This is an optimization exercise on Yosys and OpenROAD, whose aim is small area and a short achievable clock period, not a production implementation. Where RTL was checked, it was by simulation tests only, not by an equivalence proof against the original.

## the reference run
## LDMAC
module LDMAC(clk,rst,
             load_s1,load_s2,
             load_k,
             load_m,
             din,
             dout,
             dout_valid,
             done);
==> module Slice, before the edit <==
module Slice(A, B, din, rA, rD,
             dx,
             aD, aB, aR, aL, aA,
             bD, bB, bR, bA,
             a, an, bn);
input  A, B, din, rA, rD;
input  dx;
input  aD, aB, aR, aL, aA;
input  bD, bB, bR, bA;
output a, an, bn;
wire an1, an2, bn1, bn2;
assign a = A ^ (din & dx);
AOI222 u0(din, aD, B, aB, rA, aR, an1);
AOI22  u1(rD, aL, a, aA, an2);
assign an = ~(an1 & an2);
AOI22  u2(din, bD, B, bB, bn1);
AOI22  u3(rA, bR, a, bA, bn2);
assign bn = ~(bn1 & bn2);
endmodule
==> module LDMAC, before the edit <==
module LDMAC(clk,rst,
             load_s1,load_s2,
             load_k,
             load_m,
             din,
             dout,
             dout_valid,
             done);
input            clk,rst;
input            load_s1,load_s2;
output reg       load_k;
output reg       load_m;
input     [63:0] din;
output    [63:0] dout;
output reg       dout_valid;
output reg       done;
localparam [5:0] F12 = 6'd60;
localparam [5:0] F27 = 6'd5;
reg s2A;     
reg xph;     
reg sw;      
reg pf;      
reg pm;      
reg em;      
reg kb;      
reg kl;      
wire X1  = xph & ~s2A;
wire X2  = xph & s2A;
wire P1  = pm & ~s2A;
wire P2  = pm & s2A;
wire P1F = pf & ~s2A;
wire P2F = pf & s2A;
wire KA1 = kl & ~kb & ~s2A;
wire KA2 = kl & ~kb & s2A;
wire KB1 = kb & ~s2A;
wire KB2 = kb & s2A;
wire E1  = em & ~kb & ~s2A;
wire E2  = em & ~kb & s2A;
wire E1F = sw & ~xph & ~pf & ~s2A;
wire E2F = sw & ~xph & ~pf & s2A;
reg [2:0] blok;
wire bu  = (blok == 3'd7);
wire [5:0] rc;
wire t12 = (r == F12);
wire t27 = (r == F27);
wire lfsr_clr = X2 | KA1 | KA2 | P1F | P2F | E1F | E2F;
wire nX1  = ~rst & (P2F | E2F) | rst;
wire nX2  = ~rst & X1;
wire nP1  = ~rst & ((X2 & ~bu) | (P1 & ~t12));
wire nP1F = ~rst & P1 & t12;
wire nP2  = ~rst & (P1F | (P2 & ~t12));
wire nP2F = ~rst & P2 & t12;
wire nKA1 = ~rst & X2 & bu;
wire nKB1 = ~rst & KA1;
wire nE1  = ~rst & (KB1 | (E1 & ~t27));
wire nE1F = ~rst & E1 & t27;
wire nKA2 = ~rst & E1F;
wire nKB2 = ~rst & KA2;
wire nE2  = ~rst & (KB2 | (E2 & ~t27));
wire nE2F = ~rst & E2 & t27;
wire n2  = nX2 | nP2 | nP2F | nKA2 | nKB2 | nE2 | nE2F;    
wire nsw = nX1 | nX2 | nP1F | nP2F | nE1F | nE2F;          
wire npk = nP1 | nP2 | nKA1 | nKA2;                        
wire nrp = nP1 | nP2 | nKB1 | nKB2 | nE1 | nE2;            
wire nem = nKB1 | nKB2 | nE1 | nE2;                        
wire nsx = nX1 | nX2 | nE1F | nE2F;                        
wire npf = nP1F | nP2F;                                    
reg d1, d2;      
reg w1, w2;      
reg r1, r2;      
reg e1, e2;      
reg h1;          
reg x1, x2;      
reg f1, f2;      
reg q1, q2;      
always @(posedge clk) begin
    d1 <= (nsw & n2) | (npk & ~n2);
    d2 <= (nsw & ~n2) | (npk & n2);
    w1 <= nsw & ~n2;  w2 <= nsw & n2;
    r1 <= nrp & ~n2;  r2 <= nrp & n2;
    e1 <= nem & ~n2;  e2 <= nem & n2;
    h1 <= nsw ^ n2;
    x1 <= nsx & ~n2;  x2 <= nsx & n2;
    f1 <= npf & ~n2;  f2 <= npf & n2;
    q1 <= ~nsw & n2;  q2 <= ~nsw & ~n2;
end
always @(posedge clk) begin
    s2A <= nX2 | nP2 | nP2F | nKA2 | nKB2 | nE2 | nE2F;
    xph <= nX1 | nX2;
    sw  <= nX1 | nX2 | nP1F | nP2F | nE1F | nE2F;
    pf  <= nP1F | nP2F;
    pm  <= nP1 | nP2;
    em  <= nKB1 | nKB2 | nE1 | nE2;
    kb  <= nKB1 | nKB2;
    kl  <= nKA1 | nKB1 | nKA2 | nKB2;
end
always @(posedge clk) begin
    dout_valid <= ~rst & (E1 | E2) & t27;
    done       <= ~rst & E2 & t27;
    load_k     <= ~rst & ((X2 & bu) | KA1 | E1F | KA2);
    load_m     <= X2;
    blok       <= rst ? 3'd0 : blok + {2'd0, X2};
end
reg [5:0] r;
assign rc = {r[4:0], ~(r[5] ^ r[4])};
always @(posedge clk) begin
    r <= lfsr_clr ? 6'd0 : rc;
end
reg  [127:0] k;
wire [127:0] kuo;
assign kuo = {k[17:16], k[31:18], k[11:0], k[15:12], k[127:32]};
always @(posedge clk) begin
    if (kl) k[63:0] <= din;
    else    k[63:0] <= kuo[63:0];
    if (kb) k[127:64] <= k[63:0];
    else    k[127:64] <= kuo[127:64];
end
wire [31:0] kw  = kb ? din[31:0] : k[63:32];
wire [31:0] ck;
assign ck[15:0]  = {16{~em}} | kw[15:0];
assign ck[31:16] = {16{em}} & kw[31:16];
wire nrst = ~rst;
reg  [63:0] A, B;
wire [63:0] a, an, bn, rA, rD;
wire dx = rst | xph;                               
wire aD = rst ? load_s1 : ((load_s1 & d1) | (load_s2 & d2));    
wire aB = nrst & ((w2 & ~load_s1) | (w1 & ~load_s2));        
wire aR = nrst & ((r1 & ~load_s1) | (r2 & ~load_s2));        
wire aL = nrst & ((e1 & load_s1) | (e2 & load_s2));          
wire aA = ~(aD | aB | aR | aL);                              
wire bD = (nrst & h1) ? load_s1 : load_s2;                   
wire bA = nrst & ((x1 & ~load_s1) | (x2 & ~load_s2));        
wire bR = nrst & ((f1 & ~load_s1) | (f2 & ~load_s2));        
wire bB = rst ? ~load_s2 : ((q1 & ~load_s1) | (q2 & ~load_s2));    
wire [63:0] pA, pD;
genvar i, m;
generate
    for (i = 0; i < 16; i = i + 1) begin : g_sb
        wire [3:0] sa, sd;
        GS sbA(A[4*i+3],   A[4*i+2],   A[4*i+1],   A[4*i],   sa[3], sa[2], sa[1], sa[0]);
        GS sbD(din[4*i+3], din[4*i+2], din[4*i+1], din[4*i], sd[3], sd[2], sd[1], sd[0]);
        for (m = 0; m < 4; m = m + 1) begin : g_pm
            assign pA[4*(4*((m-i+16)%4) + i/4) + m] = sa[m];
            assign pD[4*(4*((m-i+16)%4) + i/4) + m] = sd[m];
        end
    end
endgenerate
wire [63:0] cv;
generate
    for (i = 0; i < 16; i = i + 1) begin : g_cv
        assign cv[4*i]   = ck[i];
        assign cv[4*i+1] = ck[16+i];
        assign cv[4*i+2] = 1'b0;
        assign cv[4*i+3] = (i < 6) ? rc[i] : (i == 15);
    end
endgenerate
assign rA = pA ^ cv;
assign rD = pD ^ cv;
generate
    for (i = 0; i < 64; i = i + 1) begin : g_bit
        Slice sl(A[i], B[i], din[i], rA[i], rD[i],
                 dx,
                 aD, aB, aR, aL, aA,
                 bD, bB, bR, bA,
                 a[i], an[i], bn[i]);
    end
endgenerate
always @(posedge clk) begin
    A <= an;
    B <= bn;
end
assign dout = A;
endmodule
Settings: LEC_CHECK=0, CAP_MARGIN=20, CORE_MARGIN=2, CORE_UTILIZATION=40, CTS_CLUSTER_DIAMETER=100, CTS_CLUSTER_SIZE=20, SETUP_SLACK_MARGIN=3.0, SLEW_MARGIN=20, SYNTH_HIERARCHICAL=1, TNS_END_PERCENT=0; clock period 5.0 ns.
standard.sh (not shown) runs the stock make flow with config.mk's settings and CLKGATE_MAP_FILE= SYNTH_SCRIPT=/design/flow/synth_recipe.tcl, a recipe that flattens the netlist after the stock synthesis.
==> flow/flow/run.sh <==
#!/bin/bash
set -euo pipefail
export BUFFER_PORTS_ARGS="-buffer_cell sky130_fd_sc_hd__buf_2"
bash standard.sh ABC_LOAD_IN_FF=2 finish > standard_flow.log 2>&1
diff inputs: the reference run => the trial run
--- a/flow/design.v
+++ b/flow/design.v
@@ -1,15 +1,15 @@
 module Slice(A, B, din, rA, rD,
-             dx,
+             nld, g,
              aD, aB, aR, aL, aA,
              bD, bB, bR, bA,
              a, an, bn);
 input  A, B, din, rA, rD;
-input  dx;
+input  nld, g;
 input  aD, aB, aR, aL, aA;
 input  bD, bB, bR, bA;
 output a, an, bn;
 wire an1, an2, bn1, bn2;
-assign a = A ^ (din & dx);
+assign a = ~(A & nld) ^ ~(din & g);
 AOI222 u0(din, aD, B, aB, rA, aR, an1);
 AOI22  u1(rD, aL, a, aA, an2);
 assign an = ~(an1 & an2);
@@ -97,32 +97,6 @@
 wire nKB2 = ~rst & KA2;
 wire nE2  = ~rst & (KB2 | (E2 & ~t27));
 wire nE2F = ~rst & E2 & t27;
-wire n2  = nX2 | nP2 | nP2F | nKA2 | nKB2 | nE2 | nE2F;    
-wire nsw = nX1 | nX2 | nP1F | nP2F | nE1F | nE2F;          
-wire npk = nP1 | nP2 | nKA1 | nKA2;                        
-wire nrp = nP1 | nP2 | nKB1 | nKB2 | nE1 | nE2;            
-wire nem = nKB1 | nKB2 | nE1 | nE2;                        
-wire nsx = nX1 | nX2 | nE1F | nE2F;                        
-wire npf = nP1F | nP2F;                                    
-reg d1, d2;      
-reg w1, w2;      
-reg r1, r2;      
-reg e1, e2;      
-reg h1;          
-reg x1, x2;      
-reg f1, f2;      
-reg q1, q2;      
-always @(posedge clk) begin
-    d1 <= (nsw & n2) | (npk & ~n2);
-    d2 <= (nsw & ~n2) | (npk & n2);
-    w1 <= nsw & ~n2;  w2 <= nsw & n2;
-    r1 <= nrp & ~n2;  r2 <= nrp & n2;
-    e1 <= nem & ~n2;  e2 <= nem & n2;
-    h1 <= nsw ^ n2;
-    x1 <= nsx & ~n2;  x2 <= nsx & n2;
-    f1 <= npf & ~n2;  f2 <= npf & n2;
-    q1 <= ~nsw & n2;  q2 <= ~nsw & ~n2;
-end
 always @(posedge clk) begin
     s2A <= nX2 | nP2 | nP2F | nKA2 | nKB2 | nE2 | nE2F;
     xph <= nX1 | nX2;
@@ -158,19 +132,21 @@
 wire [31:0] ck;
 assign ck[15:0]  = {16{~em}} | kw[15:0];
 assign ck[31:16] = {16{em}} & kw[31:16];
+wire sel2 = s2A & ~rst;
+wire ldc  = sel2 ? load_s2 : load_s1;              
+wire ldo  = sel2 ? load_s1 : load_s2;              
 wire nrst = ~rst;
 reg  [63:0] A, B;
 wire [63:0] a, an, bn, rA, rD;
-wire dx = rst | xph;                               
-wire aD = rst ? load_s1 : ((load_s1 & d1) | (load_s2 & d2));    
-wire aB = nrst & ((w2 & ~load_s1) | (w1 & ~load_s2));        
-wire aR = nrst & ((r1 & ~load_s1) | (r2 & ~load_s2));        
-wire aL = nrst & ((e1 & load_s1) | (e2 & load_s2));          
-wire aA = ~(aD | aB | aR | aL);                              
-wire bD = (nrst & h1) ? load_s1 : load_s2;                   
-wire bA = nrst & ((x1 & ~load_s1) | (x2 & ~load_s2));        
-wire bR = nrst & ((f1 & ~load_s1) | (f2 & ~load_s2));        
-wire bB = rst ? ~load_s2 : ((q1 & ~load_s1) | (q2 & ~load_s2));    
+wire aD = nrst & sw & ldo;                         
+wire aB = nrst & sw & ~ldo;                        
+wire aR = nrst & (em | pm) & ~ldc;                 
+wire aL = nrst & em & ldc;                         
+wire aA = ~(aD | aB | aR | aL);                    
+wire bA = nrst & sw & (~pf | ldc);                 
+wire bR = nrst & pf & ~ldc;                        
+wire bD = (rst | ~sw) & ldo;                       
+wire bB = (rst | ~sw) & ~ldo;                      
 wire [63:0] pA, pD;
 genvar i, m;
 generate
@@ -198,7 +174,7 @@
 generate
     for (i = 0; i < 64; i = i + 1) begin : g_bit
         Slice sl(A[i], B[i], din[i], rA[i], rD[i],
-                 dx,
+                 ~ldc, ldc | rst | xph,
                  aD, aB, aR, aL, aA,
                  bD, bB, bR, bA,
                  a[i], an[i], bn[i]);
## What came out
From the reference run to the trial run, number of buffers on the longest clock path did not move at all. Looking at critical path depth, the trial run sits 9 above the reference run. The number of clock buffer instances in the layout reported for the trial run is smaller than that of the reference run by 4.8%. The final reports for the trial run and the reference run show vertical extent of the die lower in the former. Flop count, the reference run -> the trial run: decreased. Flip-flop and latch area in the trial run is about 7% below the reference run. Non-clock buffer count (the trial run vs. the reference run) decreases by more than a quarter.

Setup of orange:
The RTL this note starts from:
==> flow/design.v <==
module Slice(A, B, din, rA, rD,
             dx,
             aD, aB, aR, aL, aA,
             bD, bB, bR, bA,
             a, an, bn);
input  A, B, din, rA, rD;
input  dx;
input  aD, aB, aR, aL, aA;
input  bD, bB, bR, bA;
output a, an, bn;
wire an1, an2, bn1, bn2;
assign a = A ^ (din & dx);
AOI222 u0(din, aD, B, aB, rA, aR, an1);
AOI22  u1(rD, aL, a, aA, an2);
assign an = ~(an1 & an2);
AOI22  u2(din, bD, B, bB, bn1);
AOI22  u3(rA, bR, a, bA, bn2);
assign bn = ~(bn1 & bn2);
endmodule
module AOI222(a1, a2, b1, b2, c1, c2, y);
input  a1, a2, b1, b2, c1, c2;
output y;
assign y = ~((a1 & a2) | (b1 & b2) | (c1 & c2));
endmodule
module AOI22(a1, a2, b1, b2, y);
input  a1, a2, b1, b2;
output y;
assign y = ~((a1 & a2) | (b1 & b2));
endmodule
module GS(a3,a2,a1,a0,
          b3,b2,b1,b0);
input  a3,a2,a1,a0;
output b3,b2,b1,b0;
wire x23 = a2 ^ a3;
assign b0 = ~(a0 | a1) ^ x23;
assign b1 = (a0 & ~(a1 ^ a2)) ^ x23;
assign b2 = a1 ^ a2 ^ (a3 & (a0 ^ (a1 & ~a2)));
assign b3 = a0 ^ (a3 & (a1 ^ (a0 & a2)));
endmodule
module LDMAC(clk,rst,
             load_s1,load_s2,
             load_k,
             load_m,
             din,
             dout,
             dout_valid,
             done);
input            clk,rst;
input            load_s1,load_s2;
output reg       load_k;
output reg       load_m;
input     [63:0] din;
output    [63:0] dout;
output reg       dout_valid;
output reg       done;
localparam [5:0] F12 = 6'd60;
localparam [5:0] F27 = 6'd5;
reg s2A;     
reg xph;     
reg sw;      
reg pf;      
reg pm;      
reg em;      
reg kb;      
reg kl;      
wire X1  = xph & ~s2A;
wire X2  = xph & s2A;
wire P1  = pm & ~s2A;
wire P2  = pm & s2A;
wire P1F = pf & ~s2A;
wire P2F = pf & s2A;
wire KA1 = kl & ~kb & ~s2A;
wire KA2 = kl & ~kb & s2A;
wire KB1 = kb & ~s2A;
wire KB2 = kb & s2A;
wire E1  = em & ~kb & ~s2A;
wire E2  = em & ~kb & s2A;
wire E1F = sw & ~xph & ~pf & ~s2A;
wire E2F = sw & ~xph & ~pf & s2A;
reg [2:0] blok;
wire bu  = (blok == 3'd7);
wire [5:0] rc;
wire t12 = (r == F12);
wire t27 = (r == F27);
wire lfsr_clr = X2 | KA1 | KA2 | P1F | P2F | E1F | E2F;
wire nX1  = ~rst & (P2F | E2F) | rst;
wire nX2  = ~rst & X1;
wire nP1  = ~rst & ((X2 & ~bu) | (P1 & ~t12));
wire nP1F = ~rst & P1 & t12;
wire nP2  = ~rst & (P1F | (P2 & ~t12));
wire nP2F = ~rst & P2 & t12;
wire nKA1 = ~rst & X2 & bu;
wire nKB1 = ~rst & KA1;
wire nE1  = ~rst & (KB1 | (E1 & ~t27));
wire nE1F = ~rst & E1 & t27;
wire nKA2 = ~rst & E1F;
wire nKB2 = ~rst & KA2;
wire nE2  = ~rst & (KB2 | (E2 & ~t27));
wire nE2F = ~rst & E2 & t27;
always @(posedge clk) begin
    s2A <= nX2 | nP2 | nP2F | nKA2 | nKB2 | nE2 | nE2F;
    xph <= nX1 | nX2;
    sw  <= nX1 | nX2 | nP1F | nP2F | nE1F | nE2F;
    pf  <= nP1F | nP2F;
    pm  <= nP1 | nP2;
    em  <= nKB1 | nKB2 | nE1 | nE2;
    kb  <= nKB1 | nKB2;
    kl  <= nKA1 | nKB1 | nKA2 | nKB2;
end
always @(posedge clk) begin
    dout_valid <= ~rst & (E1 | E2) & t27;
    done       <= ~rst & E2 & t27;
    load_k     <= ~rst & ((X2 & bu) | KA1 | E1F | KA2);
    load_m     <= X2;
    blok       <= rst ? 3'd0 : blok + {2'd0, X2};
end
reg [5:0] r;
assign rc = {r[4:0], ~(r[5] ^ r[4])};
always @(posedge clk) begin
    r <= lfsr_clr ? 6'd0 : rc;
end
reg  [127:0] k;
wire [127:0] kuo;
assign kuo = {k[17:16], k[31:18], k[11:0], k[15:12], k[127:32]};
always @(posedge clk) begin
    if (kl) k[63:0] <= din;
    else    k[63:0] <= kuo[63:0];
    if (kb) k[127:64] <= k[63:0];
    else    k[127:64] <= kuo[127:64];
end
wire [31:0] kw  = kb ? din[31:0] : k[63:32];
wire [31:0] ck;
assign ck[15:0]  = {16{~em}} | kw[15:0];
assign ck[31:16] = {16{em}} & kw[31:16];
wire sel2 = s2A & ~rst;
wire ldc  = sel2 ? load_s2 : load_s1;              
wire ldo  = sel2 ? load_s1 : load_s2;              
wire nrst = ~rst;
reg  [63:0] A, B;
wire [63:0] a, an, bn, rA, rD;
wire ka = kl & ~kb;                                
wire dx = rst | xph;                               
wire aD = rst ? ldc : ((sw & ldo) | ((pm | ka) & ldc));    
wire aB = nrst & sw & ~ldo;                        
wire aR = nrst & (em | pm) & ~ldc;                 
wire aL = nrst & em & ldc;                         
wire aA = ~(aD | aB | aR | aL);                    
wire bD = (nrst & sw) ? ldc : ldo;                 
wire bA = nrst & sw & ~pf & ~ldc;                  
wire bR = nrst & pf & ~ldc;                        
wire bB = (rst | ~sw) & ~ldo;                      
wire [63:0] pA, pD;
genvar i, m;
generate
    for (i = 0; i < 16; i = i + 1) begin : g_sb
        wire [3:0] sa, sd;
        GS sbA(A[4*i+3],   A[4*i+2],   A[4*i+1],   A[4*i],   sa[3], sa[2], sa[1], sa[0]);
        GS sbD(din[4*i+3], din[4*i+2], din[4*i+1], din[4*i], sd[3], sd[2], sd[1], sd[0]);
        for (m = 0; m < 4; m = m + 1) begin : g_pm
            assign pA[4*(4*((m-i+16)%4) + i/4) + m] = sa[m];
            assign pD[4*(4*((m-i+16)%4) + i/4) + m] = sd[m];
        end
    end
endgenerate
wire [63:0] cv;
generate
    for (i = 0; i < 16; i = i + 1) begin : g_cv
        assign cv[4*i]   = ck[i];
        assign cv[4*i+1] = ck[16+i];
        assign cv[4*i+2] = 1'b0;
        assign cv[4*i+3] = (i < 6) ? rc[i] : (i == 15);
    end
endgenerate
assign rA = pA ^ cv;
assign rD = pD ^ cv;
generate
    for (i = 0; i < 64; i = i + 1) begin : g_bit
        Slice sl(A[i], B[i], din[i], rA[i], rD[i],
                 dx,
                 aD, aB, aR, aL, aA,
                 bD, bB, bR, bA,
                 a[i], an[i], bn[i]);
    end
endgenerate
always @(posedge clk) begin
    A <= an;
    B <= bn;
end
assign dout = A;
endmodule
==> flow/config.mk <==
export PLATFORM = sky130hd
export DESIGN_NAME = LDMAC
export DESIGN_NICKNAME = LDMAC
export VERILOG_FILES = /design/flow/design.v
export SDC_FILE = /design/flow/constraint.sdc
export NUM_CORES = 4
export LEC_CHECK = 0
export CAP_MARGIN = 20
export CORE_MARGIN = 2
export CORE_UTILIZATION = 40
export CTS_CLUSTER_DIAMETER = 100
export CTS_CLUSTER_SIZE = 20
export SETUP_SLACK_MARGIN = 3.0
export SLEW_MARGIN = 20
export SYNTH_HIERARCHICAL = 1
export TNS_END_PERCENT = 0
==> flow/constraint.sdc <==
create_clock -name core_clock -period 5.0 [get_ports {clk}]
set_input_delay 1.0000 -clock core_clock [delete_from_list [all_inputs] [get_ports {clk}]]
set_output_delay 1.0000 -clock core_clock [all_outputs]
set_load 0.01 [all_outputs]
Scripts as last shown in full above: flow/flow/run.sh
Inputs modified between orange and purple:
-- flow/design.v --
<<< orange, line 1
module Slice(A, B, din, rA, rD,
             dx,
             aD, aB, aR, aL, aA,
             bD, bB, bR, bA,
             a, an, bn);
input  A, B, din, rA, rD;
input  dx;
input  aD, aB, aR, aL, aA;
input  bD, bB, bR, bA;
output a, an, bn;
wire an1, an2, bn1, bn2;
assign a = A ^ (din & dx);
AOI222 u0(din, aD, B, aB, rA, aR, an1);
AOI22  u1(rD, aL, a, aA, an2);
>>> purple, line 1
module Slice(A, B, din, rA, rD,
             nld, g,
             aD, aB, aR, aL, aA,
             bD, bB, bR, bA,
             a, an, bn);
input  A, B, din, rA, rD;
input  nld, g;
input  aD, aB, aR, aL, aA;
input  bD, bB, bR, bA;
output a, an, bn;
wire an1, an2, bn1, bn2;
assign a = ~(A & nld) ^ ~(din & g);
AOI222 u0(din, aD, B, aB, rA, aR, an1);
AOI22  u1(rD, aL, a, aA, an2);
<<< orange, line 64
reg kb;      
reg kl;      
wire X1  = xph & ~s2A;
wire X2  = xph & s2A;
>>> purple, line 64
reg kb;      
reg kl;      
reg ef;      
reg rp;      
reg sx;      
wire X1  = xph & ~s2A;
wire X2  = xph & s2A;
<<< orange, line 76
wire E1  = em & ~kb & ~s2A;
wire E2  = em & ~kb & s2A;
wire E1F = sw & ~xph & ~pf & ~s2A;
wire E2F = sw & ~xph & ~pf & s2A;
reg [2:0] blok;
wire bu  = (blok == 3'd7);
>>> purple, line 79
wire E1  = em & ~kb & ~s2A;
wire E2  = em & ~kb & s2A;
wire E1F = ef & ~s2A;
wire E2F = ef & s2A;
reg [2:0] blok;
wire bu  = (blok == 3'd7);
<<< orange, line 107
    kb  <= nKB1 | nKB2;
    kl  <= nKA1 | nKB1 | nKA2 | nKB2;
end
always @(posedge clk) begin
>>> purple, line 110
    kb  <= nKB1 | nKB2;
    kl  <= nKA1 | nKB1 | nKA2 | nKB2;
    ef  <= nE1F | nE2F;
    rp  <= nP1 | nP2 | nKB1 | nKB2 | nE1 | nE2;
    sx  <= nX1 | nX2 | nE1F | nE2F;
end
always @(posedge clk) begin
<<< orange, line 139
reg  [63:0] A, B;
wire [63:0] a, an, bn, rA, rD;
wire ka = kl & ~kb;                                
wire dx = rst | xph;                               
wire aD = rst ? ldc : ((sw & ldo) | ((pm | ka) & ldc));    
wire aB = nrst & sw & ~ldo;                        
wire aR = nrst & (em | pm) & ~ldc;                 
wire aL = nrst & em & ldc;                         
wire aA = ~(aD | aB | aR | aL);                    
wire bD = (nrst & sw) ? ldc : ldo;                 
wire bA = nrst & sw & ~pf & ~ldc;                  
wire bR = nrst & pf & ~ldc;                        
wire bB = (rst | ~sw) & ~ldo;                      
wire [63:0] pA, pD;
>>> purple, line 145
reg  [63:0] A, B;
wire [63:0] a, an, bn, rA, rD;
wire aD = nrst & sw & ldo;                         
wire aB = nrst & sw & ~ldo;                        
wire aR = nrst & rp & ~ldc;                        
wire aL = nrst & em & ldc;                         
wire aA = ~(aD | aB | aR | aL);                    
wire bA = nrst & (sx | (pf & ldc));                 
wire bR = nrst & pf & ~ldc;                        
wire bD = (rst | ~sw) & ldo;                       
wire bB = (rst | ~sw) & ~ldo;                      
wire [63:0] pA, pD;
<<< orange, line 177
    for (i = 0; i < 64; i = i + 1) begin : g_bit
        Slice sl(A[i], B[i], din[i], rA[i], rD[i],
                 dx,
                 aD, aB, aR, aL, aA,
                 bD, bB, bR, bA,
>>> purple, line 181
    for (i = 0; i < 64; i = i + 1) begin : g_bit
        Slice sl(A[i], B[i], din[i], rA[i], rD[i],
                 ~ldc, ldc | rst | xph,
                 aD, aB, aR, aL, aA,
                 bD, bB, bR, bA,
- purple vs orange — number of non-clock inverters in the layout climbed by a few percent
- Compared purple vs orange, and required time at the endpoint of the critical path is up in purple.
- Floorplan die area is higher on purple
- Compared with orange, tapcell count in purple increased slightly.
- Layout clock buffer count: purple vs orange up 2
- [purple] core outline area rose 710 um2 relative to orange
- purple and orange ended up with roughly the same detail-routed via count per cell.
- Taking orange as the reference, in purple fmax went up by about 4%; final critical-path setup slack rose 0.087 ns.
No functional check of the RTL was part of any run of this note.

afterwards: timing with drivers on the ports:
How much do the figures lean on ideal ports? The routed layouts below were timed once more, with nothing changed but the port constraints.
Step 1 sets driving cells, clkbuf_16 on the clock port and buf_2 on the other inputs (assumed; they add their load-dependent delay and slew).
Step 2 adds t to the input delays and takes it off the output delays; t is the mean of the earliest and latest rising clock arrival at the registers after step 1. Input paths then give back, and output paths get back, about the clock's delay inside the block.
a / b / c = ideal / step 1 / step 2; a / b = the first two.
run | t, ns | setup WS [ns] | worst slew at a driven data input, ns
the reference run | 0.570 | 2.925 / 2.869 / 2.393 | 0.06
the trial run | 0.552 | 2.872 / 2.834 / 2.282 | 0.08
orange | 0.554 | 2.742 / 2.736 / 2.182 | 0.08
purple | 0.565 | 2.828 / 2.804 / 2.271 | 0.08
After both steps setup and hold are still met in every run listed. For the trial run, which loses most, drivers alone change the setup slack by -0.038 ns; drivers and shift together by -0.590 ns.
